From an optimization exercise on the open Yosys and OpenROAD flow, aimed at small area; shortcuts taken in it are not production practice.
The RTL was checked by simulation tests, not by an equivalence proof against the original design.
No activity file was given, so power comes from the tool's default toggle rates.

## flow/config.mk

```make
export PLATFORM = sky130hd
export DESIGN_NAME = top_level
export DESIGN_NICKNAME = top_level
export VERILOG_FILES = /design/flow/design.v
export SDC_FILE = /design/flow/constraint.sdc
export NUM_CORES = 4
export LEC_CHECK = 0
export ABC_AREA = 1
export CAP_MARGIN = 20
export CORE_MARGIN = 2
export CORE_UTILIZATION = 75
export CTS_BUF_LIST = sky130_fd_sc_hd__clkbuf_8
export CTS_CLUSTER_DIAMETER = 60
export CTS_CLUSTER_SIZE = 18
export SLEW_MARGIN = 20
```

## flow/constraint.sdc

```tcl
create_clock -name core_clock -period 10.0 [get_ports {CLK100MHZ}]
set_input_delay 2.0000 -clock core_clock [delete_from_list [all_inputs] [get_ports {CLK100MHZ}]]
set_output_delay 2.0000 -clock core_clock [all_outputs]
set_load 0.01 [all_outputs]
```

## flow/design.v

```verilog
`timescale 1ns / 1ps
module prbs9(enable, o_bit, rst, clk);
    output  o_bit;
    input   enable;
    input   clk;
    input   rst;
    parameter SEED = 9'b110101010;
    reg [8:0] buffer;
    always @(posedge clk) begin
        if (rst)
            buffer <= SEED;
        else if (enable)
            buffer <= {buffer[0] ^ buffer[4], buffer[8:1]};
    end
    assign o_bit = buffer[0];
endmodule
`timescale 1ns / 1ps
module tx(i_tx, enable, o_tx, clk, rst);
    output [7:0] o_tx;
    input   i_tx;
    input   clk;
    input   rst;
    input   enable;
    reg [23:0] buffer_in;
    reg [1:0]  phase;
    reg        zero;
    always @(posedge clk) begin
        if (rst) begin
            buffer_in <= 24'd0;
            phase     <= 2'd3;
            zero      <= 1'b1;
        end else if (enable) begin
            buffer_in <= {i_tx, buffer_in[23:1]};
            phase     <= phase + 2'd1;
            zero      <= 1'b0;
        end
    end
    wire [7:0] t0 = (buffer_in[3] ? (buffer_in[7] ? (buffer_in[11] ? (buffer_in[15] ? (buffer_in[19] ? 8'h3e : 8'h3a) : (buffer_in[19] ? 8'h4c : 8'h48)) : (buffer_in[15] ? (buffer_in[19] ? 8'hae : 8'haa) : (buffer_in[19] ? 8'hbc : 8'hb8))) : (buffer_in[11] ? (buffer_in[15] ? (buffer_in[19] ? 8'h4c : 8'h48) : (buffer_in[19] ? 8'h5a : 8'h56)) : (buffer_in[15] ? (buffer_in[19] ? 8'hbc : 8'hb8) : (buffer_in[19] ? 8'hca : 8'hc6)))) : (buffer_in[7] ? (buffer_in[11] ? (buffer_in[15] ? (buffer_in[19] ? 8'h3a : 8'h36) : (buffer_in[19] ? 8'h48 : 8'h44)) : (buffer_in[15] ? (buffer_in[19] ? 8'haa : 8'ha6) : (buffer_in[19] ? 8'hb8 : 8'hb4))) : (buffer_in[11] ? (buffer_in[15] ? (buffer_in[19] ? 8'h48 : 8'h44) : (buffer_in[19] ? 8'h56 : 8'h52)) : (buffer_in[15] ? (buffer_in[19] ? 8'hb8 : 8'hb4) : (buffer_in[19] ? 8'hc6 : 8'hc2)))));
    wire [7:0] t1 = (buffer_in[0] ? (buffer_in[8] ? (buffer_in[12] ? (buffer_in[16] ? 8'h3b : 8'h51) : (buffer_in[16] ? 8'hbf : 8'hd5)) : (buffer_in[12] ? (buffer_in[16] ? 8'h27 : 8'h3d) : (buffer_in[16] ? 8'hab : 8'hc1))) : (buffer_in[8] ? (buffer_in[12] ? (buffer_in[16] ? 8'h3f : 8'h55) : (buffer_in[16] ? 8'hc3 : 8'hd9)) : (buffer_in[12] ? (buffer_in[16] ? 8'h2b : 8'h41) : (buffer_in[16] ? 8'haf : 8'hc5))));
    wire [7:0] t2 = (buffer_in[1] ? (buffer_in[5] ? (buffer_in[9] ? (buffer_in[13] ? (buffer_in[17] ? (buffer_in[21] ? 8'h3e : 8'h40) : (buffer_in[21] ? 8'h48 : 8'h4a)) : (buffer_in[17] ? (buffer_in[21] ? 8'hf4 : 8'hf6) : (buffer_in[21] ? 8'hfe : 8'h00))) : (buffer_in[13] ? (buffer_in[17] ? (buffer_in[21] ? 8'hf4 : 8'hf6) : (buffer_in[21] ? 8'hfe : 8'h00)) : (buffer_in[17] ? (buffer_in[21] ? 8'haa : 8'hac) : (buffer_in[21] ? 8'hb4 : 8'hb6)))) : (buffer_in[9] ? (buffer_in[13] ? (buffer_in[17] ? (buffer_in[21] ? 8'h48 : 8'h4a) : (buffer_in[21] ? 8'h52 : 8'h54)) : (buffer_in[17] ? (buffer_in[21] ? 8'hfe : 8'h00) : (buffer_in[21] ? 8'h08 : 8'h0a))) : (buffer_in[13] ? (buffer_in[17] ? (buffer_in[21] ? 8'hfe : 8'h00) : (buffer_in[21] ? 8'h08 : 8'h0a)) : (buffer_in[17] ? (buffer_in[21] ? 8'hb4 : 8'hb6) : (buffer_in[21] ? 8'hbe : 8'hc0))))) : (buffer_in[5] ? (buffer_in[9] ? (buffer_in[13] ? (buffer_in[17] ? (buffer_in[21] ? 8'h40 : 8'h42) : (buffer_in[21] ? 8'h4a : 8'h4c)) : (buffer_in[17] ? (buffer_in[21] ? 8'hf6 : 8'hf8) : (buffer_in[21] ? 8'h00 : 8'h02))) : (buffer_in[13] ? (buffer_in[17] ? (buffer_in[21] ? 8'hf6 : 8'hf8) : (buffer_in[21] ? 8'h00 : 8'h02)) : (buffer_in[17] ? (buffer_in[21] ? 8'hac : 8'hae) : (buffer_in[21] ? 8'hb6 : 8'hb8)))) : (buffer_in[9] ? (buffer_in[13] ? (buffer_in[17] ? (buffer_in[21] ? 8'h4a : 8'h4c) : (buffer_in[21] ? 8'h54 : 8'h56)) : (buffer_in[17] ? (buffer_in[21] ? 8'h00 : 8'h02) : (buffer_in[21] ? 8'h0a : 8'h0c))) : (buffer_in[13] ? (buffer_in[17] ? (buffer_in[21] ? 8'h00 : 8'h02) : (buffer_in[21] ? 8'h0a : 8'h0c)) : (buffer_in[17] ? (buffer_in[21] ? 8'hb6 : 8'hb8) : (buffer_in[21] ? 8'hc0 : 8'hc2))))));
    wire [7:0] t3 = (buffer_in[6] ? (buffer_in[10] ? (buffer_in[14] ? (buffer_in[22] ? 8'h3b : 8'h3f) : (buffer_in[22] ? 8'h27 : 8'h2b)) : (buffer_in[14] ? (buffer_in[22] ? 8'hbf : 8'hc3) : (buffer_in[22] ? 8'hab : 8'haf))) : (buffer_in[10] ? (buffer_in[14] ? (buffer_in[22] ? 8'h51 : 8'h55) : (buffer_in[22] ? 8'h3d : 8'h41)) : (buffer_in[14] ? (buffer_in[22] ? 8'hd5 : 8'hd9) : (buffer_in[22] ? 8'hc1 : 8'hc5))));
    wire [7:0] s = phase[1] ? (phase[0] ? t3 : t2) : (phase[0] ? t1 : t0);
    assign o_tx = zero ? 8'd0 : s;
endmodule
`timescale 1ns / 1ps
module rx(clk, rst, enable, i_rx, i_sw, o_rx);
    input clk;
    input rst;
    input enable;
    input signed [7:0] i_rx;
    input [1:0] i_sw;
    output reg o_rx;
    reg [1:0] down_counter;
    reg sgn;
    reg [7:0] s1;
    reg [7:0] s2;
    reg [7:0] s3;
    reg [7:0] s4;
    reg [7:0] s5;
    reg [7:0] s6;
    reg [7:0] s7;
    reg [7:0] s8;
    reg [7:0] s9;
    reg [7:0] s10;
    reg [7:0] s11;
    reg [7:0] s12;
    reg [7:0] s13;
    reg [7:0] s14;
    reg [7:0] s15;
    reg [7:0] s16;
    reg [7:0] s17;
    reg [7:0] s18;
    reg [7:0] s19;
    reg [7:0] s20;
    reg [7:0] s21;
    reg [7:0] s22;
    reg [7:0] s23;
    wire n1 = s6[0] ^ s18[0];
    wire n2 = s6[0] & s18[0];
    wire n3 = (s6[1] ^ s18[1]) ^ n2;
    wire n4 = (s6[1] & (s18[1] | n2)) | (s18[1] & n2);
    wire n5 = (s6[2] ^ s18[2]) ^ n4;
    wire n6 = (s6[2] & (s18[2] | n4)) | (s18[2] & n4);
    wire n7 = (s6[3] ^ s18[3]) ^ n6;
    wire n8 = (s6[3] & (s18[3] | n6)) | (s18[3] & n6);
    wire n9 = (s6[4] ^ s18[4]) ^ n8;
    wire n10 = (s6[4] & (s18[4] | n8)) | (s18[4] & n8);
    wire n11 = (s6[5] ^ s18[5]) ^ n10;
    wire n12 = (s6[5] & (s18[5] | n10)) | (s18[5] & n10);
    wire n13 = (s6[6] ^ s18[6]) ^ n12;
    wire n14 = (s6[6] & (s18[6] | n12)) | (s18[6] & n12);
    wire n15 = (s6[7] ^ s18[7]) ^ n14;
    wire n16 = (s6[7] & (s18[7] | n14)) | (s18[7] & n14);
    wire n17 = s7[0] ^ s17[0];
    wire n18 = s7[0] & s17[0];
    wire n19 = (s7[1] ^ s17[1]) ^ n18;
    wire n20 = (s7[1] & (s17[1] | n18)) | (s17[1] & n18);
    wire n21 = (s7[2] ^ s17[2]) ^ n20;
    wire n22 = (s7[2] & (s17[2] | n20)) | (s17[2] & n20);
    wire n23 = (s7[3] ^ s17[3]) ^ n22;
    wire n24 = (s7[3] & (s17[3] | n22)) | (s17[3] & n22);
    wire n25 = (s7[4] ^ s17[4]) ^ n24;
    wire n26 = (s7[4] & (s17[4] | n24)) | (s17[4] & n24);
    wire n27 = (s7[5] ^ s17[5]) ^ n26;
    wire n28 = (s7[5] & (s17[5] | n26)) | (s17[5] & n26);
    wire n29 = (s7[6] ^ s17[6]) ^ n28;
    wire n30 = (s7[6] & (s17[6] | n28)) | (s17[6] & n28);
    wire n31 = (s7[7] ^ s17[7]) ^ n30;
    wire n32 = (s7[7] & (s17[7] | n30)) | (s17[7] & n30);
    wire n33 = s8[0] ^ s16[0];
    wire n34 = s8[0] & s16[0];
    wire n35 = (s8[1] ^ s16[1]) ^ n34;
    wire n36 = (s8[1] & (s16[1] | n34)) | (s16[1] & n34);
    wire n37 = (s8[2] ^ s16[2]) ^ n36;
    wire n38 = (s8[2] & (s16[2] | n36)) | (s16[2] & n36);
    wire n39 = (s8[3] ^ s16[3]) ^ n38;
    wire n40 = (s8[3] & (s16[3] | n38)) | (s16[3] & n38);
    wire n41 = (s8[4] ^ s16[4]) ^ n40;
    wire n42 = (s8[4] & (s16[4] | n40)) | (s16[4] & n40);
    wire n43 = (s8[5] ^ s16[5]) ^ n42;
    wire n44 = (s8[5] & (s16[5] | n42)) | (s16[5] & n42);
    wire n45 = (s8[6] ^ s16[6]) ^ n44;
    wire n46 = (s8[6] & (s16[6] | n44)) | (s16[6] & n44);
    wire n47 = (s8[7] ^ s16[7]) ^ n46;
    wire n48 = (s8[7] & (s16[7] | n46)) | (s16[7] & n46);
    wire n49 = s9[0] ^ s15[0];
    wire n50 = s9[0] & s15[0];
    wire n51 = (s9[1] ^ s15[1]) ^ n50;
    wire n52 = (s9[1] & (s15[1] | n50)) | (s15[1] & n50);
    wire n53 = (s9[2] ^ s15[2]) ^ n52;
    wire n54 = (s9[2] & (s15[2] | n52)) | (s15[2] & n52);
    wire n55 = (s9[3] ^ s15[3]) ^ n54;
    wire n56 = (s9[3] & (s15[3] | n54)) | (s15[3] & n54);
    wire n57 = (s9[4] ^ s15[4]) ^ n56;
    wire n58 = (s9[4] & (s15[4] | n56)) | (s15[4] & n56);
    wire n59 = (s9[5] ^ s15[5]) ^ n58;
    wire n60 = (s9[5] & (s15[5] | n58)) | (s15[5] & n58);
    wire n61 = (s9[6] ^ s15[6]) ^ n60;
    wire n62 = (s9[6] & (s15[6] | n60)) | (s15[6] & n60);
    wire n63 = (s9[7] ^ s15[7]) ^ n62;
    wire n64 = (s9[7] & (s15[7] | n62)) | (s15[7] & n62);
    wire n65 = s10[0] ^ s14[0];
    wire n66 = s10[0] & s14[0];
    wire n67 = (s10[1] ^ s14[1]) ^ n66;
    wire n68 = (s10[1] & (s14[1] | n66)) | (s14[1] & n66);
    wire n69 = (s10[2] ^ s14[2]) ^ n68;
    wire n70 = (s10[2] & (s14[2] | n68)) | (s14[2] & n68);
    wire n71 = (s10[3] ^ s14[3]) ^ n70;
    wire n72 = (s10[3] & (s14[3] | n70)) | (s14[3] & n70);
    wire n73 = (s10[4] ^ s14[4]) ^ n72;
    wire n74 = (s10[4] & (s14[4] | n72)) | (s14[4] & n72);
    wire n75 = (s10[5] ^ s14[5]) ^ n74;
    wire n76 = (s10[5] & (s14[5] | n74)) | (s14[5] & n74);
    wire n77 = (s10[6] ^ s14[6]) ^ n76;
    wire n78 = (s10[6] & (s14[6] | n76)) | (s14[6] & n76);
    wire n79 = (s10[7] ^ s14[7]) ^ n78;
    wire n80 = (s10[7] & (s14[7] | n78)) | (s14[7] & n78);
    wire n81 = s11[0] ^ s13[0];
    wire n82 = s11[0] & s13[0];
    wire n83 = (s11[1] ^ s13[1]) ^ n82;
    wire n84 = (s11[1] & (s13[1] | n82)) | (s13[1] & n82);
    wire n85 = (s11[2] ^ s13[2]) ^ n84;
    wire n86 = (s11[2] & (s13[2] | n84)) | (s13[2] & n84);
    wire n87 = (s11[3] ^ s13[3]) ^ n86;
    wire n88 = (s11[3] & (s13[3] | n86)) | (s13[3] & n86);
    wire n89 = (s11[4] ^ s13[4]) ^ n88;
    wire n90 = (s11[4] & (s13[4] | n88)) | (s13[4] & n88);
    wire n91 = (s11[5] ^ s13[5]) ^ n90;
    wire n92 = (s11[5] & (s13[5] | n90)) | (s13[5] & n90);
    wire n93 = (s11[6] ^ s13[6]) ^ n92;
    wire n94 = (s11[6] & (s13[6] | n92)) | (s13[6] & n92);
    wire n95 = (s11[7] ^ s13[7]) ^ n94;
    wire n96 = (s11[7] & (s13[7] | n94)) | (s13[7] & n94);
    wire n97 = s1[3] ^ s23[3];
    wire n98 = s1[3] & s23[3];
    wire n99 = (s1[4] ^ s23[4]) ^ s2[5];
    wire n100 = (s1[4] & (s23[4] | s2[5])) | (s23[4] & s2[5]);
    wire n101 = s22[5] ^ s4[4];
    wire n102 = s22[5] & s4[4];
    wire n103 = (s1[5] ^ s23[5]) ^ s2[6];
    wire n104 = (s1[5] & (s23[5] | s2[6])) | (s23[5] & s2[6]);
    wire n105 = (s22[6] ^ s4[5]) ^ s20[5];
    wire n106 = (s22[6] & (s4[5] | s20[5])) | (s4[5] & s20[5]);
    wire n107 = n13 ^ n9;
    wire n108 = n13 & n9;
    wire n109 = (s1[6] ^ s23[6]) ^ s2[7];
    wire n110 = (s1[6] & (s23[6] | s2[7])) | (s23[6] & s2[7]);
    wire n111 = (s22[7] ^ s4[6]) ^ s20[6];
    wire n112 = (s22[7] & (s4[6] | s20[6])) | (s4[6] & s20[6]);
    wire n113 = (n15 ^ n11) ^ n31;
    wire n114 = (n15 & (n11 | n31)) | (n11 & n31);
    wire n115 = (s1[7] ^ s23[7]) ^ s4[7];
    wire n116 = (s1[7] & (s23[7] | s4[7])) | (s23[7] & s4[7]);
    wire n117 = (s20[7] ^ n16) ^ n13;
    wire n118 = (s20[7] & (n16 | n13)) | (n16 & n13);
    wire n119 = n32 ^ n31;
    wire n120 = n32 & n31;
    wire n121 = s1[0] ^ s23[0];
    wire n122 = s1[0] & s23[0];
    wire n123 = (s1[1] ^ s23[1]) ^ s2[2];
    wire n124 = (s1[1] & (s23[1] | s2[2])) | (s23[1] & s2[2]);
    wire n125 = (s22[2] ^ s4[1]) ^ s20[1];
    wire n126 = (s22[2] & (s4[1] | s20[1])) | (s4[1] & s20[1]);
    wire n127 = (s1[2] ^ s23[2]) ^ s2[3];
    wire n128 = (s1[2] & (s23[2] | s2[3])) | (s23[2] & s2[3]);
    wire n129 = (s22[3] ^ s4[2]) ^ s20[2];
    wire n130 = (s22[3] & (s4[2] | s20[2])) | (s4[2] & s20[2]);
    wire n131 = (n7 ^ n3) ^ n23;
    wire n132 = (n7 & (n3 | n23)) | (n3 & n23);
    wire n133 = (n21 ^ n17) ^ n33;
    wire n134 = (n21 & (n17 | n33)) | (n17 & n33);
    wire n135 = (n97 ^ s2[4]) ^ s22[4];
    wire n136 = (n97 & (s2[4] | s22[4])) | (s2[4] & s22[4]);
    wire n137 = (s4[3] ^ s20[3]) ^ n9;
    wire n138 = (s4[3] & (s20[3] | n9)) | (s20[3] & n9);
    wire n139 = (n5 ^ n25) ^ n23;
    wire n140 = (n5 & (n25 | n23)) | (n25 & n23);
    wire n141 = (n19 ^ n35) ^ n55;
    wire n142 = (n19 & (n35 | n55)) | (n35 & n55);
    wire n143 = (n51 ^ n73) ^ n69;
    wire n144 = (n51 & (n73 | n69)) | (n73 & n69);
    wire n145 = (n98 ^ n99) ^ n101;
    wire n146 = (n98 & (n99 | n101)) | (n99 & n101);
    wire n147 = (s20[4] ^ n11) ^ n7;
    wire n148 = (s20[4] & (n11 | n7)) | (n11 & n7);
    wire n149 = (n27 ^ n25) ^ n21;
    wire n150 = (n27 & (n25 | n21)) | (n25 & n21);
    wire n151 = (n37 ^ n57) ^ n53;
    wire n152 = (n37 & (n57 | n53)) | (n57 & n53);
    wire n153 = (n75 ^ n71) ^ n65;
    wire n154 = (n75 & (n71 | n65)) | (n71 & n65);
    wire n155 = (n100 ^ n102) ^ n103;
    wire n156 = (n100 & (n102 | n103)) | (n102 & n103);
    wire n157 = (n105 ^ n107) ^ n29;
    wire n158 = (n105 & (n107 | n29)) | (n107 & n29);
    wire n159 = (n27 ^ n23) ^ n39;
    wire n160 = (n27 & (n23 | n39)) | (n23 & n39);
    wire n161 = (n59 ^ n55) ^ n77;
    wire n162 = (n59 & (n55 | n77)) | (n55 & n77);
    wire n163 = (n73 ^ n67) ^ n81;
    wire n164 = (n73 & (n67 | n81)) | (n67 & n81);
    wire n165 = ~s12[3];
    wire n166 = (n45 ^ n91) ^ n165;
    wire n167 = (n45 & (n91 | n165)) | (n91 & n165);
    wire n168 = (n104 ^ n106) ^ n108;
    wire n169 = (n104 & (n106 | n108)) | (n106 & n108);
    wire n170 = (n109 ^ n111) ^ n113;
    wire n171 = (n109 & (n111 | n113)) | (n111 & n113);
    wire n172 = (n29 ^ n25) ^ n41;
    wire n173 = (n29 & (n25 | n41)) | (n25 & n41);
    wire n174 = (n61 ^ n57) ^ n79;
    wire n175 = (n61 & (n57 | n79)) | (n57 & n79);
    wire n176 = (n75 ^ n69) ^ n83;
    wire n177 = (n75 & (n69 | n83)) | (n69 & n83);
    wire n178 = ~s12[4];
    wire n179 = (n47 ^ n93) ^ n178;
    wire n180 = (n47 & (n93 | n178)) | (n93 & n178);
    wire n181 = (n110 ^ n112) ^ n114;
    wire n182 = (n110 & (n112 | n114)) | (n112 & n114);
    wire n183 = (n115 ^ n117) ^ n119;
    wire n184 = (n115 & (n117 | n119)) | (n117 & n119);
    wire n185 = (n27 ^ n43) ^ n63;
    wire n186 = (n27 & (n43 | n63)) | (n43 & n63);
    wire n187 = (n59 ^ n80) ^ n77;
    wire n188 = (n59 & (n80 | n77)) | (n80 & n77);
    wire n189 = (n71 ^ n85) ^ s12[5];
    wire n190 = (n71 & (n85 | s12[5])) | (n85 & s12[5]);
    wire n191 = n48 ^ n95;
    wire n192 = ~n48 | ~n95;
    wire n193 = (n116 ^ n118) ^ n120;
    wire n194 = (n116 & (n118 | n120)) | (n118 & n120);
    wire n195 = (n15 ^ n32) ^ n29;
    wire n196 = (n15 & (n32 | n29)) | (n32 & n29);
    wire n197 = (n45 ^ n64) ^ n61;
    wire n198 = (n45 & (n64 | n61)) | (n64 & n61);
    wire n199 = (n79 ^ n73) ^ n87;
    wire n200 = (n79 & (n73 | n87)) | (n73 & n87);
    wire n201 = n16 ^ n31;
    wire n202 = n16 & n31;
    wire n203 = (n121 ^ s2[1]) ^ s22[1];
    wire n204 = (n121 & (s2[1] | s22[1])) | (s2[1] & s22[1]);
    wire n205 = (s4[0] ^ s20[0]) ^ n3;
    wire n206 = (s4[0] & (s20[0] | n3)) | (s20[0] & n3);
    wire n207 = (n122 ^ n123) ^ n125;
    wire n208 = (n122 & (n123 | n125)) | (n123 & n125);
    wire n209 = (n5 ^ n1) ^ n21;
    wire n210 = (n5 & (n1 | n21)) | (n1 & n21);
    wire n211 = (n19 ^ n51) ^ n69;
    wire n212 = (n19 & (n51 | n69)) | (n51 & n69);
    wire n213 = (n124 ^ n126) ^ n127;
    wire n214 = (n124 & (n126 | n127)) | (n126 & n127);
    wire n215 = (n129 ^ n131) ^ n133;
    wire n216 = (n129 & (n131 | n133)) | (n131 & n133);
    wire n217 = (n53 ^ n49) ^ n71;
    wire n218 = (n53 & (n49 | n71)) | (n49 & n71);
    wire n219 = n67 ^ s12[0];
    wire n220 = n67 & s12[0];
    wire n221 = (n128 ^ n130) ^ n132;
    wire n222 = (n128 & (n130 | n132)) | (n130 & n132);
    wire n223 = (n134 ^ n135) ^ n137;
    wire n224 = (n134 & (n135 | n137)) | (n135 & n137);
    wire n225 = (n139 ^ n141) ^ n143;
    wire n226 = (n139 & (n141 | n143)) | (n141 & n143);
    wire n227 = n41 ^ n87;
    wire n228 = ~n41 | ~n87;
    wire n229 = (n136 ^ n138) ^ n140;
    wire n230 = (n136 & (n138 | n140)) | (n138 & n140);
    wire n231 = (n142 ^ n144) ^ n145;
    wire n232 = (n142 & (n144 | n145)) | (n144 & n145);
    wire n233 = (n147 ^ n149) ^ n151;
    wire n234 = (n147 & (n149 | n151)) | (n149 & n151);
    wire n235 = (n153 ^ n43) ^ s12[2];
    wire n236 = (n153 & (n43 | s12[2])) | (n43 & s12[2]);
    wire n237 = (n146 ^ n148) ^ n150;
    wire n238 = (n146 & (n148 | n150)) | (n148 & n150);
    wire n239 = (n152 ^ n154) ^ n155;
    wire n240 = (n152 & (n154 | n155)) | (n154 & n155);
    wire n241 = (n157 ^ n159) ^ n161;
    wire n242 = (n157 & (n159 | n161)) | (n159 & n161);
    wire n243 = ~n163;
    wire n244 = (n43 ^ n166) ^ n243;
    wire n245 = (n43 & (n166 | n243)) | (n166 & n243);
    wire n246 = (n156 ^ n158) ^ n160;
    wire n247 = (n156 & (n158 | n160)) | (n158 & n160);
    wire n248 = (n162 ^ n164) ^ n168;
    wire n249 = (n162 & (n164 | n168)) | (n164 & n168);
    wire n250 = (n170 ^ n172) ^ n174;
    wire n251 = (n170 & (n172 | n174)) | (n172 & n174);
    wire n252 = ~n176;
    wire n253 = (n167 ^ n179) ^ n252;
    wire n254 = (n167 & (n179 | n252)) | (n179 & n252);
    wire n255 = (n169 ^ n171) ^ n173;
    wire n256 = (n169 & (n171 | n173)) | (n171 & n173);
    wire n257 = (n175 ^ n177) ^ n181;
    wire n258 = (n175 & (n177 | n181)) | (n177 & n181);
    wire n259 = (n183 ^ n185) ^ n187;
    wire n260 = (n183 & (n185 | n187)) | (n185 & n187);
    wire n261 = ~n189;
    wire n262 = (n180 ^ n191) ^ n261;
    wire n263 = (n180 & (n191 | n261)) | (n191 & n261);
    wire n264 = (n182 ^ n184) ^ n186;
    wire n265 = (n182 & (n184 | n186)) | (n184 & n186);
    wire n266 = (n188 ^ n190) ^ n192;
    wire n267 = (n188 & (n190 | n192)) | (n190 & n192);
    wire n268 = (n193 ^ n195) ^ n197;
    wire n269 = (n193 & (n195 | n197)) | (n195 & n197);
    wire n270 = (n199 ^ s12[6]) ^ s12[3];
    wire n271 = (n199 & (s12[6] | s12[3])) | (s12[6] & s12[3]);
    wire n272 = (n194 ^ n196) ^ n198;
    wire n273 = (n194 & (n196 | n198)) | (n196 & n198);
    wire n274 = (n200 ^ n201) ^ n47;
    wire n275 = (n200 & (n201 | n47)) | (n201 & n47);
    wire n276 = (n63 ^ n80) ^ n75;
    wire n277 = (n63 & (n80 | n75)) | (n80 & n75);
    wire n278 = (n89 ^ s12[7]) ^ s12[4];
    wire n279 = (n89 & (s12[7] | s12[4])) | (s12[7] & s12[4]);
    wire n280 = (n202 ^ n32) ^ n48;
    wire n281 = (n202 & (n32 | n48)) | (n32 & n48);
    wire n282 = n64 ^ n77;
    wire n283 = n64 & n77;
    wire n284 = s2[0] ^ s22[0];
    wire n285 = s2[0] & s22[0];
    wire n286 = (n203 ^ n205) ^ n19;
    wire n287 = (n203 & (n205 | n19)) | (n205 & n19);
    wire n288 = (n17 ^ n49) ^ n67;
    wire n289 = (n17 & (n49 | n67)) | (n49 & n67);
    wire n290 = (n204 ^ n206) ^ n207;
    wire n291 = (n204 & (n206 | n207)) | (n206 & n207);
    wire n292 = (n209 ^ n211) ^ n65;
    wire n293 = (n209 & (n211 | n65)) | (n211 & n65);
    wire n294 = (n208 ^ n210) ^ n212;
    wire n295 = (n208 & (n210 | n212)) | (n210 & n212);
    wire n296 = (n213 ^ n215) ^ n217;
    wire n297 = (n213 & (n215 | n217)) | (n215 & n217);
    wire n298 = ~n219;
    wire n299 = (n298 ^ n39) ^ n85;
    wire n300 = (n298 & (n39 | n85)) | (n39 & n85);
    wire n301 = (n214 ^ n216) ^ n218;
    wire n302 = (n214 & (n216 | n218)) | (n216 & n218);
    wire n303 = (n220 ^ n221) ^ n223;
    wire n304 = (n220 & (n221 | n223)) | (n221 & n223);
    wire n305 = ~n227;
    wire n306 = (n305 ^ n225) ^ s12[1];
    wire n307 = (n305 & (n225 | s12[1])) | (n225 & s12[1]);
    wire n308 = (n222 ^ n224) ^ n226;
    wire n309 = (n222 & (n224 | n226)) | (n224 & n226);
    wire n310 = (n228 ^ n229) ^ n231;
    wire n311 = (n228 & (n229 | n231)) | (n229 & n231);
    wire n312 = ~n89;
    wire n313 = (n312 ^ n233) ^ n235;
    wire n314 = (n312 & (n233 | n235)) | (n233 & n235);
    wire n315 = (n230 ^ n232) ^ n234;
    wire n316 = (n230 & (n232 | n234)) | (n232 & n234);
    wire n317 = (n236 ^ n237) ^ n239;
    wire n318 = (n236 & (n237 | n239)) | (n237 & n239);
    wire n319 = ~n244;
    wire n320 = (n319 ^ n241) ^ s12[0];
    wire n321 = (n319 & (n241 | s12[0])) | (n241 & s12[0]);
    wire n322 = (n238 ^ n240) ^ n242;
    wire n323 = (n238 & (n240 | n242)) | (n240 & n242);
    wire n324 = (n246 ^ n248) ^ n250;
    wire n325 = (n246 & (n248 | n250)) | (n248 & n250);
    wire n326 = ~s12[1];
    wire n327 = (n326 ^ n245) ^ n253;
    wire n328 = (n326 & (n245 | n253)) | (n245 & n253);
    wire n329 = (n247 ^ n249) ^ n251;
    wire n330 = (n247 & (n249 | n251)) | (n249 & n251);
    wire n331 = (n255 ^ n257) ^ n259;
    wire n332 = (n255 & (n257 | n259)) | (n257 & n259);
    wire n333 = ~s12[2];
    wire n334 = (n333 ^ n254) ^ n262;
    wire n335 = (n333 & (n254 | n262)) | (n254 & n262);
    wire n336 = (n256 ^ n258) ^ n260;
    wire n337 = (n256 & (n258 | n260)) | (n258 & n260);
    wire n338 = (n264 ^ n266) ^ n268;
    wire n339 = (n264 & (n266 | n268)) | (n266 & n268);
    wire n340 = ~n270;
    wire n341 = (n340 ^ n263) ^ n96;
    wire n342 = (n340 & (n263 | n96)) | (n263 & n96);
    wire n343 = (n265 ^ n267) ^ n269;
    wire n344 = (n265 & (n267 | n269)) | (n267 & n269);
    wire n345 = (n271 ^ n272) ^ n274;
    wire n346 = (n271 & (n272 | n274)) | (n272 & n274);
    wire n347 = n276 ^ n278;
    wire n348 = n276 | n278;
    wire n349 = (n273 ^ n275) ^ n277;
    wire n350 = (n273 & (n275 | n277)) | (n275 & n277);
    wire n351 = (n279 ^ n280) ^ n282;
    wire n352 = (n279 & (n280 | n282)) | (n280 & n282);
    wire n353 = n91 ^ s12[5];
    wire n354 = n91 | s12[5];
    wire n355 = (n281 ^ n283) ^ n79;
    wire n356 = (n281 & (n283 | n79)) | (n283 & n79);
    wire n357 = (n284 ^ n1) ^ n17;
    wire n358 = (n284 & (n1 | n17)) | (n1 & n17);
    wire n359 = (n285 ^ n286) ^ n288;
    wire n360 = (n285 & (n286 | n288)) | (n286 & n288);
    wire n361 = (n287 ^ n289) ^ n290;
    wire n362 = (n287 & (n289 | n290)) | (n289 & n290);
    wire n363 = ~n83;
    wire n364 = (n363 ^ n292) ^ n37;
    wire n365 = (n363 & (n292 | n37)) | (n292 & n37);
    wire n366 = (n291 ^ n293) ^ n294;
    wire n367 = (n291 & (n293 | n294)) | (n293 & n294);
    wire n368 = ~n296;
    wire n369 = (n368 ^ n37) ^ n299;
    wire n370 = (n368 & (n37 | n299)) | (n37 & n299);
    wire n371 = (n295 ^ n297) ^ n301;
    wire n372 = (n295 & (n297 | n301)) | (n297 & n301);
    wire n373 = ~n300;
    wire n374 = (n373 ^ n303) ^ n306;
    wire n375 = (n373 & (n303 | n306)) | (n303 & n306);
    wire n376 = (n302 ^ n304) ^ n307;
    wire n377 = (n302 & (n304 | n307)) | (n304 & n307);
    wire n378 = (n308 ^ n310) ^ n313;
    wire n379 = (n308 & (n310 | n313)) | (n310 & n313);
    wire n380 = (n309 ^ n311) ^ n314;
    wire n381 = (n309 & (n311 | n314)) | (n311 & n314);
    wire n382 = (n315 ^ n317) ^ n320;
    wire n383 = (n315 & (n317 | n320)) | (n317 & n320);
    wire n384 = (n316 ^ n318) ^ n321;
    wire n385 = (n316 & (n318 | n321)) | (n318 & n321);
    wire n386 = ~n327;
    wire n387 = (n386 ^ n322) ^ n324;
    wire n388 = (n386 & (n322 | n324)) | (n322 & n324);
    wire n389 = (n323 ^ n325) ^ n329;
    wire n390 = (n323 & (n325 | n329)) | (n325 & n329);
    wire n391 = ~n331;
    wire n392 = (n391 ^ n328) ^ n334;
    wire n393 = (n391 & (n328 | n334)) | (n328 & n334);
    wire n394 = (n330 ^ n332) ^ n336;
    wire n395 = (n330 & (n332 | n336)) | (n332 & n336);
    wire n396 = ~n338;
    wire n397 = (n396 ^ n335) ^ n341;
    wire n398 = (n396 & (n335 | n341)) | (n335 & n341);
    wire n399 = (n337 ^ n339) ^ n343;
    wire n400 = (n337 & (n339 | n343)) | (n339 & n343);
    wire n401 = ~n345;
    wire n402 = (n401 ^ n342) ^ n347;
    wire n403 = (n401 & (n342 | n347)) | (n342 & n347);
    wire n404 = (n344 ^ n346) ^ n348;
    wire n405 = (n344 & (n346 | n348)) | (n346 & n348);
    wire n406 = ~n353;
    wire n407 = (n406 ^ n349) ^ n351;
    wire n408 = (n406 & (n349 | n351)) | (n349 & n351);
    wire n409 = (n350 ^ n352) ^ n354;
    wire n410 = (n350 & (n352 | n354)) | (n352 & n354);
    wire n411 = (n355 ^ n93) ^ s12[6];
    wire n412 = (n355 & (n93 | s12[6])) | (n93 & s12[6]);
    wire n413 = (n356 ^ n80) ^ n95;
    wire n414 = (n356 & (n80 | n95)) | (n80 & n95);
    wire n415 = n357 ^ n65;
    wire n416 = n357 & n65;
    wire n417 = (n358 ^ n359) ^ n35;
    wire n418 = (n358 & (n359 | n35)) | (n359 & n35);
    wire n419 = (n360 ^ n361) ^ n364;
    wire n420 = (n360 & (n361 | n364)) | (n361 & n364);
    wire n421 = (n362 ^ n365) ^ n366;
    wire n422 = (n362 & (n365 | n366)) | (n365 & n366);
    wire n423 = (n367 ^ n371) ^ n374;
    wire n424 = (n367 & (n371 | n374)) | (n371 & n374);
    wire n425 = (n372 ^ n375) ^ n376;
    wire n426 = (n372 & (n375 | n376)) | (n375 & n376);
    wire n427 = (n377 ^ n379) ^ n380;
    wire n428 = (n377 & (n379 | n380)) | (n379 & n380);
    wire n429 = (n381 ^ n383) ^ n384;
    wire n430 = (n381 & (n383 | n384)) | (n383 & n384);
    wire n431 = (n385 ^ n388) ^ n389;
    wire n432 = (n385 & (n388 | n389)) | (n388 & n389);
    wire n433 = ~n390;
    wire n434 = (n393 ^ n397) ^ n433;
    wire n435 = (n393 & (n397 | n433)) | (n397 & n433);
    wire n436 = ~n395;
    wire n437 = (n398 ^ n402) ^ n436;
    wire n438 = (n398 & (n402 | n436)) | (n402 & n436);
    wire n439 = (n400 ^ n404) ^ n407;
    wire n440 = (n400 & (n404 | n407)) | (n404 & n407);
    wire n441 = (n405 ^ n408) ^ n409;
    wire n442 = (n405 & (n408 | n409)) | (n408 & n409);
    wire n443 = (n410 ^ n412) ^ n413;
    wire n444 = (n410 & (n412 | n413)) | (n412 & n413);
    wire n445 = n414 ^ n96;
    wire n446 = n414 & n96;
    wire n447 = ~n81;
    wire n448 = (n447 ^ n416) ^ n417;
    wire n449 = (n447 & (n416 | n417)) | (n416 & n417);
    wire n450 = ~n35;
    wire n451 = (n450 ^ n418) ^ n419;
    wire n452 = (n450 & (n418 | n419)) | (n418 & n419);
    wire n453 = ~n369;
    wire n454 = (n453 ^ n420) ^ n421;
    wire n455 = (n453 & (n420 | n421)) | (n420 & n421);
    wire n456 = ~n370;
    wire n457 = (n456 ^ n422) ^ n423;
    wire n458 = (n456 & (n422 | n423)) | (n422 & n423);
    wire n459 = (n424 ^ n425) ^ n378;
    wire n460 = (n424 & (n425 | n378)) | (n425 & n378);
    wire n461 = (n426 ^ n427) ^ n382;
    wire n462 = (n426 & (n427 | n382)) | (n427 & n382);
    wire n463 = (n428 ^ n429) ^ n387;
    wire n464 = (n428 & (n429 | n387)) | (n429 & n387);
    wire n465 = ~n392;
    wire n466 = (n465 ^ n430) ^ n431;
    wire n467 = (n465 & (n430 | n431)) | (n430 & n431);
    wire n468 = ~n434;
    wire n469 = (n468 ^ n432) ^ n394;
    wire n470 = (n468 & (n432 | n394)) | (n432 & n394);
    wire n471 = ~n399;
    wire n472 = (n471 ^ n435) ^ n437;
    wire n473 = (n471 & (n435 | n437)) | (n435 & n437);
    wire n474 = ~n439;
    wire n475 = (n474 ^ n438) ^ n403;
    wire n476 = (n474 & (n438 | n403)) | (n438 & n403);
    wire n477 = (n440 ^ n441) ^ n411;
    wire n478 = (n440 & (n441 | n411)) | (n441 & n411);
    wire n479 = (n442 ^ n443) ^ s12[7];
    wire n480 = (n442 & (n443 | s12[7])) | (n443 & s12[7]);
    wire n481 = n444 ^ n445;
    wire n482 = n444 | n445;
    wire n483 = n33 ^ n415;
    wire n484 = n33 & n415;
    wire n485 = ~n33;
    wire n486 = (n485 ^ n448) ^ n484;
    wire n487 = (n485 & (n448 | n484)) | (n448 & n484);
    wire n488 = (n449 ^ n451) ^ n487;
    wire n489 = (n449 & (n451 | n487)) | (n451 & n487);
    wire n490 = (n452 ^ n454) ^ n489;
    wire n491 = (n452 & (n454 | n489)) | (n454 & n489);
    wire n492 = (n455 ^ n457) ^ n491;
    wire n493 = (n455 & (n457 | n491)) | (n457 & n491);
    wire n494 = (n458 ^ n459) ^ n493;
    wire n495 = (n458 & (n459 | n493)) | (n459 & n493);
    wire n496 = (n460 ^ n461) ^ n495;
    wire n497 = (n460 & (n461 | n495)) | (n461 & n495);
    wire n498 = (n462 ^ n463) ^ n497;
    wire n499 = (n462 & (n463 | n497)) | (n463 & n497);
    wire n500 = (n464 ^ n466) ^ n499;
    wire n501 = (n464 & (n466 | n499)) | (n466 & n499);
    wire n502 = (n467 ^ n469) ^ n501;
    wire n503 = (n467 & (n469 | n501)) | (n469 & n501);
    wire n504 = ~n472;
    wire n505 = (n470 ^ n504) ^ n503;
    wire n506 = (n470 & (n504 | n503)) | (n504 & n503);
    wire n507 = ~n506;
    wire n508 = (n473 ^ n475) ^ n507;
    wire n509 = (n473 & (n475 | n507)) | (n475 & n507);
    wire n510 = ~n477;
    wire n511 = (n476 ^ n510) ^ n509;
    wire n512 = (n476 & (n510 | n509)) | (n510 & n509);
    wire n513 = ~n512;
    wire n514 = (n478 ^ n479) ^ n513;
    wire n515 = (n478 & (n479 | n513)) | (n479 & n513);
    wire n516 = ~n481;
    wire n517 = (n480 ^ n516) ^ n515;
    wire n518 = (n480 & (n516 | n515)) | (n516 & n515);
    wire neg = n446 ^ n482 ^ n518;
    always @(posedge clk) begin
        if (rst) begin
            s1 <= 8'h7f;
            s2 <= 8'h7f;
            s3 <= 8'h7f;
            s4 <= 8'h80;
            s5 <= 8'h80;
            s6 <= 8'h7f;
            s7 <= 8'h7f;
            s8 <= 8'h7f;
            s9 <= 8'h80;
            s10 <= 8'h80;
            s11 <= 8'h80;
            s12 <= 8'h80;
            s13 <= 8'h80;
            s14 <= 8'h80;
            s15 <= 8'h80;
            s16 <= 8'h7f;
            s17 <= 8'h7f;
            s18 <= 8'h7f;
            s19 <= 8'h7f;
            s20 <= 8'h80;
            s21 <= 8'h80;
            s22 <= 8'h7f;
            s23 <= 8'h7f;
            sgn <= 1'b0;
            o_rx <= 1'b0;
            down_counter <= 2'd0;
        end else if (enable) begin
            s1 <= i_rx ^ 8'h7f;
            s2 <= s1;
            s3 <= s2;
            s4 <= s3 ^ 8'hff;
            s5 <= s4;
            s6 <= s5 ^ 8'hff;
            s7 <= s6;
            s8 <= s7;
            s9 <= s8 ^ 8'hff;
            s10 <= s9;
            s11 <= s10;
            s12 <= s11;
            s13 <= s12;
            s14 <= s13;
            s15 <= s14;
            s16 <= s15 ^ 8'hff;
            s17 <= s16;
            s18 <= s17;
            s19 <= s18;
            s20 <= s19 ^ 8'hff;
            s21 <= s20;
            s22 <= s21 ^ 8'hff;
            s23 <= s22;
            sgn <= neg;
            down_counter <= down_counter + 2'd1;
            if (down_counter == i_sw)
                o_rx <= ~sgn;
        end
    end
endmodule
`timescale 1ns / 1ps
module ber(clk, rst, enable, clk_count, i_prbs, i_rx, o_err);
    input  clk;
    input  rst;
    input  enable;
    input  [1:0] clk_count;
    input  i_prbs;
    input  i_rx;
    output o_err;
    reg [512:0] ring;
    reg [3:0] cap;
    reg       o_error;
    reg [8:0] count;
    reg       started;
    reg       error;
    reg [8:0] ber_shift;
    assign o_err = o_error;
    wire [31:0] taps;
    genvar g;
    generate
        for (g = 0; g < 32; g = g + 1) begin : g_tap
            assign taps[g] = ring[16*g];
        end
    endgenerate
    wire       tap    = taps[ber_shift[6:2]];
    wire [1:0] wslot  = count[1:0] - 2'd1;
    wire [1:0] rslot  = count[1:0] - ber_shift[1:0] - 2'd1;
    wire       now    = (ber_shift[1:0] == 2'd0) & (ber_shift[8:7] == 2'd3);
    wire       hist   = now ? tap : cap[rslot];
    wire       valid  = started;
    wire       miss   = (valid & hist) ^ i_prbs;
    wire       last   = (ber_shift == ~count);
    always @(posedge clk) begin
        ring <= {ring[511:0], enable ? i_rx : ring[512]};
        if (clk_count == {~ber_shift[8], ber_shift[7]})
            cap[wslot] <= tap;
    end
    always @(posedge clk) begin
        if (rst) begin
            o_error   <= 1'b0;
            count     <= 9'd0;
            started   <= 1'b0;
            error     <= 1'b0;
            ber_shift <= 9'd0;
        end else if (enable) begin
            count <= count + 9'd1;
            started <= 1'b1;
            error <= error | miss;
            if (last) begin
                if (!error) begin
                    o_error <= 1'b1;
                    error   <= miss;
                end else begin
                    ber_shift <= ber_shift + 9'd1;
                    error     <= 1'b0;
                    o_error   <= 1'b0;
                end
            end
        end
    end
endmodule
`timescale 1ns / 1ps
module top_level(
                rst,
                CLK100MHZ,
                i_switch,
                o_led,
                o_tx,
                o_rx
                );
    input       rst;
    input       CLK100MHZ;
    input [3:0] i_switch;
    output      o_led;
    output [7:0] o_tx;
    output      o_rx;
    parameter SEED   = 9'b110101010;
    wire        o_prbs;
    wire        reset;
    reg [1:0]   clk_count;
    reg         enable;
    assign reset  = ~rst;
    always @(posedge CLK100MHZ) begin
        if (reset) begin
            clk_count <= 2'd0;
            enable    <= 1'b0;
        end else begin
            clk_count <= clk_count + 2'd1;
            enable    <= (clk_count == 2'd0);
        end
    end
    prbs9 #(.SEED(SEED)) prbs_r(
        .clk   (CLK100MHZ),
        .enable(enable),
        .rst   (reset),
        .o_bit (o_prbs)
    );
    tx tx_r(
        .clk   (CLK100MHZ),
        .rst   (reset),
        .enable(i_switch[0]),
        .i_tx  (o_prbs),
        .o_tx  (o_tx)
    );
    rx rx_r(
        .clk   (CLK100MHZ),
        .rst   (reset),
        .enable(i_switch[1]),
        .i_rx  (o_tx),
        .i_sw  (i_switch[2:1]),
        .o_rx  (o_rx)
    );
    ber ber_r(
        .clk      (CLK100MHZ),
        .rst      (reset),
        .enable   (enable),
        .clk_count(clk_count),
        .i_prbs   (o_prbs),
        .i_rx     (o_rx),
        .o_err    (o_led)
    );
endmodule
```

## flow/flow/run.sh

```bash
#!/bin/bash
# Layout flow: the standard flow with two changes to synthesis:
# - the quick "abc -fast" pass at the end of Yosys's fine stage is skipped, so
#   that extract_fa sees the full adders of the RTL as written (abc -fast
#   restructures them and extract_fa then surrounds the adders it finds with
#   inverters);
# - the final technology mapping uses flow/abc_map.script, an area-oriented
#   ABC script, instead of ORFS's abc_area.script.
# Everything else, including the naming and flattening of synth_recipe.tcl and
# all steps after synthesis, is the standard flow.
set -euo pipefail
W=$PWD
ABC_SCRIPT="$W/flow/abc_map.script"
sed -e 's/synth -top \$::env(DESIGN_NAME) -run fine: {\*}\$synth_full_args/synth -top $::env(DESIGN_NAME) -run fine: -noabc {*}$synth_full_args/' \
    -e "s#^source \$::env(SCRIPTS_DIR)/synth_preamble.tcl\$#&\nset my_i [expr {[lsearch \$abc_args -script] + 1}]\nset abc_args [lreplace \$abc_args \$my_i \$my_i $ABC_SCRIPT]#" \
    "$FLOW_HOME/scripts/synth.tcl" > "$W/synth_custom.tcl"
grep -q -- '-run fine: -noabc' "$W/synth_custom.tcl" || { echo "could not patch synth.tcl (abc -fast)" >&2; exit 1; }
grep -q -- "$ABC_SCRIPT" "$W/synth_custom.tcl" || { echo "could not patch synth.tcl (abc script)" >&2; exit 1; }
sed "s#source \$::env(SCRIPTS_DIR)/synth.tcl#source $W/synth_custom.tcl#" synth_recipe.tcl > "$W/synth_recipe_custom.tcl"
grep -q "synth_custom.tcl" "$W/synth_recipe_custom.tcl" || { echo "could not patch synth_recipe.tcl" >&2; exit 1; }
bash standard.sh SYNTH_SCRIPT="$W/synth_recipe_custom.tcl" finish > "$W/flow_make.log" 2>&1
```

## flow/flow/abc_map.script

```
strash
&get -n
&deepsyn -T 30
&put
dch -f
map -a
topo
stime -c
```

## flow/standard.sh

```bash
#!/bin/bash
# synth_recipe.tcl (not shown) runs the flow's synth.tcl, then flattens the netlist and writes it again
# the make line also repeats each setting of config.mk as NAME=value (left out here)
make -C /OpenROAD-flow-scripts/flow DESIGN_CONFIG=/design/flow/config.mk WORK_HOME=/design/flow/orfs CLKGATE_MAP_FILE= SYNTH_SCRIPT=/design/flow/synth_recipe.tcl "${@:-finish}"
```

==> run notes <==
Status:
- The flow ran to the end and the layout has no timing, DRC or antenna violations.

Critical path:
- In this run the critical register-to-register path is captured at rx_r.sgn$_SDFFE_PN0P_.
- The type of destination of the critical path is a flop.
- The nature of the critical path startpoint is a flop.
- The dominant cell type by count on the critical path is fa_1.
- The critical path start-end classification is flop to flop.
- The worst path buffer plus inverter count is 1.
- The data arrival time of the critical path is 9.50 ns.
- The largest fanout on the critical path is 3.
- The required time of the worst setup path is 10.55 ns.
- The critical path's top delay family is adder cells.
- Counting cells, the worst reg-to-reg path comes to 26.
- The source of the worst register-to-register timing path is rx_r.s17[0]$_SDFFE_PN1P_.
- For this design, the slowest cell found on the critical path is fa_1.
- On the worst path, the slowest cell contributes a delay of 0.58 ns.
- For flop-to-flop paths, the worst setup slack is 1.05 ns.

Pwr:
- The share of total power dissipated in the clock network is 0.311.
- The share of total power dissipated in sequential elements is 0.639.
- Of the total power, the share spent switching nets is 0.227.
- The analysis attributes to net switching a power of 1100 uW.
- Summed over all cells, the static leakage comes to 0.00957 uW.
- The share of total power dissipated in combinational logic is 0.049.
- The power density normalized to cell area is 189 nW/um2.
- The total internal power is 3730 uW.
- The worst-case IR drop observed on VDD is 0.198 mV.

Global route:
- The residual overflow from global routing is 0.
- The combined global-route utilization of all metal layers is 0.284.
- The number of global-route vias before repair is 14.1k.
- The first global-routing pass estimated 73.2 mm of wire.
- The largest net degree at the start of global routing is 99.
- The number of antenna violations at the first check in global routing is 1.

Synthesis:
- The summed instance area of the synthesized netlist is 24000 um2.
- Counting flops with a built-in enable in the synthesized netlist gives 4.
- The share of synthesized flip-flops with an asynchronous set or reset is 0.
- The number of distinct library cells after synthesis is 37.
- Counting flops and latches in the post-synthesis netlist gives 765.
- Ranked by total cell area, the synthesized netlist is headed by dfxtp_1, fa_1, clkinv_1.
- The sequential cell area fraction in the yosys report is 0.641.
- Of the post-synthesis cell area, the dominant cell type holds 0.636.
- In the synthesized netlist the dominant register cell turns out to be dfxtp_1.
- After technology mapping, the gate count stands at 1850.
- The Yosys warning count is 5.
- The mean instance size in the synthesized netlist is 13.0 um2.
- The leading area contributor after synthesis is dfxtp_1.
- When the netlist entered floorplanning its net count stood at 2093.

Clock network:
- Buffers added to address setup during post-CTS repair amount to 0.
- Clock-pin slew was measured on the worst setup and hold paths at 0.10 ns.
- The clock tree from TritonCTS is yes.
- TritonCTS created 52 clock buffers.
- The clock insertion delay at the later pin of the skew report is 0.66 ns.
- The buffer levels on the longest clock path is 3.
- The clock tree synthesis step divided the H-tree into 2 levels.
- The number of buffers inserted by hold repair at cts is 0.
- The CTS root buffer is clkbuf_8.
- The count of clock tree sinks is 765.
- The number of gates resized after CTS was 0.

Placed design:
- The global placement routability congestion is 0.897.
- The number of instances in the placed design is 2270.
- The number of I/O port buffers is 14.
- The detailed-placement wirelength estimate is 30.9 mm.

STA:
- The period utilization is 0.895.
- The worst-case headroom to the max-slew limit is 0.297.
- At the pin with the least slew margin, the transition time is 1.03 ns.
- Clock skew on the completed layout was measured at 0.0300 ns.
- Setup repair after global routing left no endpoint under its margin.
- The final max-slew violation count is 0.
- The maximum clock frequency is 112 MHz.
- The final-report setup violation count is 0.
- For the finished layout, the period the worst path requires is 8.95 ns.
- The total negative setup slack is 0 ns.
- The final hold violation count is 0.

Cells and area:
- Leaving out fill and tap cells, the most frequent cells in the layout are dfxtp_1, clkinv_1, fa_1.
- The most frequent standard cell in the layout excluding fill and tap cells is dfxtp_1.
- The footprint of the flip-flops and latches is 15400 um2.
- The multi-input combinational cells in the finished layout cover a total of 7570 um2.
- The filler cells instantiated in the layout total 1689.
- The area growth from synthesis to layout is 6.85%.
- For this run, the post-layout net count is 2165.
- The finished layout holds 2340 standard cells, fillers aside.
- The share of layout cells above drive strength 1 is 0.0429.

Hold path:
- For hold timing, the worst endpoint is ber_r.ring[404]$_DFF_P_.
- The worst hold path was traced through 0 stages.
- The min-delay analysis places its worst path in the category flop to flop.
- The critical hold path startpoint is ber_r.ring[403]$_DFF_P_.

Drt:
- The via count is 13.2k.
- For this run, design rule violations remaining after detail routing come to 0.
- The average routed wire per standard cell is 19.4 um.
- The detailed-router iteration count before antenna repair is 5.
- Dividing the detail-routed via count by the number of cells gives 5.65.
- In this run, the number of DRC markers left after iteration 0 of detailed routing was 999.
- The total wire length after detailed routing is 45.3 mm.
- The residual antenna-violating net count after detailed routing is 0.

Die:
- The floorplan has 65 rows.
- For this design the top-level I/O count stands at 16.
- The floorplan step set the die width to 183 um.
- The vertical die dimension is 183 um.
- The starting density of the core is 0.762.
- The area of the die is 33400 um2.
- The core area is 31500 um2.

Run:
- The tool flagged a number of max-cap violations equal to 0.
[synthesized netlist by cell type (all sizes together) (2+ instances only)]
library cell and n:
xnor2 4, a31oi 3, and3 2, nor4 4, nand4 2, and2 2
o22ai 99, o211ai 3, clkinv 284, xor2 2, a22oi 81, a221oi 4
nand3 21, o221ai 3, fa 204, o21ai 54, nor2 103, nand2 76
dfxtp 761, edfxtp 4, ha 33, nor3 13, a21oi 74
[metal layers]
layer	global-route usage	wire length [um]	vias up
met3	0.0363	1830	141
met2	0.491	22700	380
met4	0.104	1650	0
met1	0.372	19100	6557
li1	-	-	6150
met5	0	0	-
[through the flow]
step | total power [uW] | util | setup slack (ns) | cell area [um2] | hold slack, ns
2_1_floorplan | 3320 | - | 1.30 | 24000 | 0.310
3_3_place_gp | 3380 | 0.783 | 1.17 | 24700 | 0.310
3_5_place_dp | 3390 | 0.783 | 1.03 | 24700 | 0.312
4_1_cts | 4850 | 0.813 | 1.05 | 25600 | 0.319
5_1_grt | 4990 | 0.814 | 0.588 | 25600 | 0.322
6_report | 4830 | 0.814 | 1.05 | 25600 | 0.322
[worst max path at each step]
stage / from / endpoint / cells past startpoint
2_1_floorplan: rst / rx_r.s15[0]$_SDFFE_PN0P_ / 4
3_3_place_gp: rx_r.s17[0]$_SDFFE_PN1P_ / rx_r.sgn$_SDFFE_PN0P_ / 26
3_5_place_dp: rx_r.s17[0]$_SDFFE_PN1P_ / rx_r.sgn$_SDFFE_PN0P_ / 26
4_1_cts: rx_r.s17[0]$_SDFFE_PN1P_ / rx_r.sgn$_SDFFE_PN0P_ / 26
5_1_grt: rx_r.s17[0]$_SDFFE_PN1P_ / rx_r.sgn$_SDFFE_PN0P_ / 26
6_report: rx_r.s17[0]$_SDFFE_PN1P_ / rx_r.sgn$_SDFFE_PN0P_ / 26
[state kept, by name (all words and copies together) (netlist names), 9 cells and up]
name,count
ber_r.ber_shift,9
tx_r.buffer_in,24
prbs_r.buffer,9
ber_r.ring,513
ber_r.count,9
[power groups by stage]
stage / combinational, uW / clock (uW) / sequential, uW
detailed placement: 232 / 0 / 3160
floorplan: 166 / 0 / 3150
CTS: 237 / 1520 / 3090
global placement: 220 / 0 / 3160
finish: 238 / 1500 / 3090
global route: 270 / 1630 / 3090
[logic make-up after synthesis]
kind of cell | share of synthesized area
buffers and inverters | 0.0445
xor gates and xnor gates | 0.00219
adders and majority gates | 0.188
AOI/OAI and AO/OA | 0.0866
and+or+nand+nor | 0.0385
DFF | 0.641
[final cells by class]
class                   instances  area share
multi-input cells             801       0.296
repair buffers                 18     0.00664
flip-flops and latches        765       0.600
clock inverters                14     0.00777
inverters                     284      0.0416
well taps                     402      0.0196
clock buffers                  54      0.0290
diodes                          2    0.000195

[re-timing with driven ports]
How much do the figures lean on ideal ports? The routed layout below was timed once more, with nothing changed but the port constraints. Step 1, drivers: a clkbuf_16 drives CLK100MHZ and a buf_2 each remaining input, both assumed. Step 2, shift: input delay + t, output delay - t, t = (earliest + latest rising clock arrival at the registers) / 2. This alone moves slack from input paths to output paths. Three values: no drivers, after step 1, after step 2; two values: the first two.
t, ns: 0.696
setup WS [ns]: 1.053 / 1.053 / 1.053
worst slew at a driven data input, ns: 0.04
After both steps setup and hold are still met in this run. For this run, drivers alone change the setup slack by 0.000 ns; drivers and shift together by 0.000 ns.
